From an optimization exercise on the open Yosys and OpenROAD flow, aimed at small area; shortcuts taken in it are not production practice. In this exercise RTL edits were held to simulation tests only and were not proved equivalent to the original.

the previous run:
==> flow/design.v (excerpt) <==
module ee354_mastermind_top_A7(
    input  wire       ClkPort,
    input  wire       Reset,
    input  wire       BtnL, BtnU, BtnD, BtnR, BtnC,
    input  wire       Sw5, Sw4, Sw3, Sw2, Sw1, Sw0,
    input  wire [11:0] Answer,
    output wire       hSync, vSync,
    output wire [3:0] vgaR, vgaG, vgaB
);
==> flow/config.mk <==
export PLATFORM = sky130hd
export DESIGN_NAME = ee354_mastermind_top_A7
export DESIGN_NICKNAME = ee354_mastermind_top_A7
export VERILOG_FILES = /design/flow/design.v
export SDC_FILE = /design/flow/constraint.sdc
export NUM_CORES = 4
export LEC_CHECK = 0
export CAP_MARGIN = 20
export CORE_MARGIN = 2
export CORE_UTILIZATION = 65
export PLACE_DENSITY = 0.8
export SLEW_MARGIN = 20
==> flow/constraint.sdc <==
create_clock -name core_clock -period 14.0 [get_ports {ClkPort}]
set_input_delay 2.8000 -clock core_clock [delete_from_list [all_inputs] [get_ports {ClkPort}]]
set_output_delay 2.8000 -clock core_clock [all_outputs]
set_load 0.01 [all_outputs]
standard.sh (not shown) runs the stock make flow with config.mk's settings and CLKGATE_MAP_FILE= SYNTH_SCRIPT=/design/flow/synth_recipe.tcl, a recipe that flattens the netlist after the stock synthesis.
==> flow/flow/run.sh <==
#!/bin/bash
# Own layout flow: the standard flow (standard.sh) with these changes to
# how the layout is made:
#  - after the standard synthesis (unchanged), its combinational cells are
#    mapped again for area by ABC (remap.tcl).  Each pass maps the best
#    netlist so far with every script area*.abc and deep*.abc (up to 4 at a
#    time) and keeps the smallest result; passes repeat while they improve
#    (at most 5).  Registers keep their instances, names and cell types;
#    each pass is an exact re-mapping of the same logic;
#  - ports are buffered with buf_1 instead of the resizer's default pick;
#  - CTS uses small clock buffers and inserts no dummy loads.
# Logs (in this folder): flow_synth.log, flow_comb_cells.log,
# remap/<pass>_<script>.log, flow_remap_choice.log, flow_layout.log;
# the ORFS logs are under orfs/logs.
set -euo pipefail
here=$(pwd)
res="$here/orfs/results/${FLOW_PLATFORM}/ee354_mastermind_top_A7/base"
bash standard.sh synth > "$here/flow_synth.log" 2>&1
cp "$res/1_2_yosys.v" "$here/standard_synth.v"
export LIB="$FLOW_HOME/platforms/sky130hd/lib/sky130_fd_sc_hd__tt_025C_1v80.lib"
export COMB_CELLS="$here/comb_cells.v"
export TOP="$FLOW_TOP"
export DONT_USE="sky130_fd_sc_hd__probe_p_8 sky130_fd_sc_hd__probec_p_8 sky130_fd_sc_hd__lpflow_*"
yosys -c "$here/flow/comb_cells.tcl" > "$here/flow_comb_cells.log" 2>&1
mkdir -p "$here/remap"
remap_one() {  # remap_one INPUT SCRIPT NAME
  NET_IN="$1" ABC_SCRIPT="$2" NET_OUT="$here/remap/$3.v" \
    yosys -c "$here/flow/remap.tcl" > "$here/remap/$3.log" 2>&1 || true
}
cur="$here/standard_synth.v"; cur_area=""
for pass in 1 2 3 4 5; do
  n=0
  for s in "$here"/flow/area*.abc "$here"/flow/deep*.abc; do
    remap_one "$cur" "$s" "p${pass}_$(basename "$s" .abc)" &
    n=$((n + 1))
    if (( n % 4 == 0 )); then wait; fi
  done
  wait
  pbest=""; parea=""
  for st in "$here"/remap/p${pass}_*.v.stat; do
    a=$(awk '/Chip area/ {print $NF}' "$st" | tail -1)
    [[ -n "$a" && -s "${st%.stat}" ]] || continue
    echo "$(basename "${st%.v.stat}"): $a" >> "$here/flow_remap_choice.log"
    if [[ -z "$pbest" ]] || awk -v a="$a" -v b="$parea" 'BEGIN {exit !(a < b)}'; then
      pbest="$(basename "${st%.v.stat}")"; parea="$a"
    fi
  done
  if [[ -z "$pbest" ]]; then break; fi
  if [[ -n "$cur_area" ]] && ! awk -v a="$parea" -v b="$cur_area" 'BEGIN {exit !(a < b)}'; then
    break
  fi
  cur="$here/remap/$pbest.v"; cur_area="$parea"
  echo "pass $pass: kept $pbest ($parea)" >> "$here/flow_remap_choice.log"
done
cp "$cur" "$here/remapped.v"
cp "$cur" "$res/1_2_yosys.v"
rm -f "$res/1_synth.odb" "$res/1_synth.sdc"
export BUFFER_PORTS_ARGS="-buffer_cell sky130_fd_sc_hd__buf_1"
export CTS_ARGS="-sink_clustering_enable -repair_clock_nets -dont_use_dummy_load -sink_clustering_size 16 -buf_list {sky130_fd_sc_hd__clkbuf_8 sky130_fd_sc_hd__clkbuf_4}"
bash standard.sh > "$here/flow_layout.log" 2>&1
Other scripts of this flow, unchanged in this note and not shown: flow/flow/area1.abc, flow/flow/area2.abc, flow/flow/area3.abc, flow/flow/area4.abc, flow/flow/area5.abc, flow/flow/area6.abc, flow/flow/area7.abc, flow/flow/area8.abc, flow/flow/comb_cells.tcl, flow/flow/deep1.abc, flow/flow/deep2.abc, flow/flow/deep3.abc, flow/flow/deep4.abc, flow/flow/deep5.abc, flow/flow/deep6.abc, flow/flow/remap.tcl
The following lists how the current run was set up differently from the previous run:
-- flow/flow/run.sh --
<<< the previous run, line 5
#    mapped again for area by ABC (remap.tcl).  Each pass maps the best
#    netlist so far with every script area*.abc and deep*.abc (up to 4 at a
#    time) and keeps the smallest result; passes repeat while they improve
#    (at most 5).  Registers keep their instances, names and cell types;
#    each pass is an exact re-mapping of the same logic;
>>> the current run, line 5
#    mapped again for area by ABC (remap.tcl).  Each of 5 passes maps the
#    previous pass's smallest netlist with every script area*.abc and
#    deep*.abc (up to 4 at a time); the smallest netlist of all passes is
#    kept.  Registers keep their instances, names and cell types; each pass
#    is an exact re-mapping of the same logic;
<<< the previous run, line 30
cur="$here/standard_synth.v"; cur_area=""
>>> the current run, line 30
cur="$here/standard_synth.v"
best="$cur"; best_area=""
<<< the previous run, line 49
  if [[ -n "$cur_area" ]] && ! awk -v a="$parea" -v b="$cur_area" 'BEGIN {exit !(a < b)}'; then
    break
>>> the current run, line 50
  cur="$here/remap/$pbest.v"
  if [[ -z "$best_area" ]] || awk -v a="$parea" -v b="$best_area" 'BEGIN {exit !(a < b)}'; then
    best="$cur"; best_area="$parea"
<<< the previous run, line 52
  cur="$here/remap/$pbest.v"; cur_area="$parea"
  echo "pass $pass: kept $pbest ($parea)" >> "$here/flow_remap_choice.log"
>>> the current run, line 54
  echo "pass $pass: $pbest ($parea); best so far $(basename "$best") ($best_area)" >> "$here/flow_remap_choice.log"
<<< the previous run, line 55
>>> the current run, line 56
cur="$best"
[summary]
- Diff the previous run -> the current run: signed area change from the synthesized netlist to the final layout climbed 0.37 points, routing usage on met3 dropped 1.2 points.
- The setup slack after layout of the current run falls short of that of the previous run by 0.23 ns.
- On final area, the previous run and the current run are neck and neck.

afterwards: timing with drivers on the ports:
No port has a modelled driver above. Below, the same layouts with a new extraction and two added sets of constraints. Step 1 assumes that a clkbuf_16 drives the clock port and a buf_2 every other input. Step 2, shift: input delay + t, output delay - t, t = (earliest + latest rising clock arrival at the registers) / 2. This alone moves slack from input paths to output paths. Three values: no drivers, after step 1, after step 2; two values: the first two.
run | t (ns) | slack for setup (ns) | hold WS [ns]
the previous run | 0.502 | 9.676 / 9.638 / 9.777 | 0.370 / 0.370 / 0.370
the current run | 0.496 | 9.449 / 9.410 / 9.906 | 0.360 / 0.360 / 0.360
After both steps setup and hold are still met in every run listed.
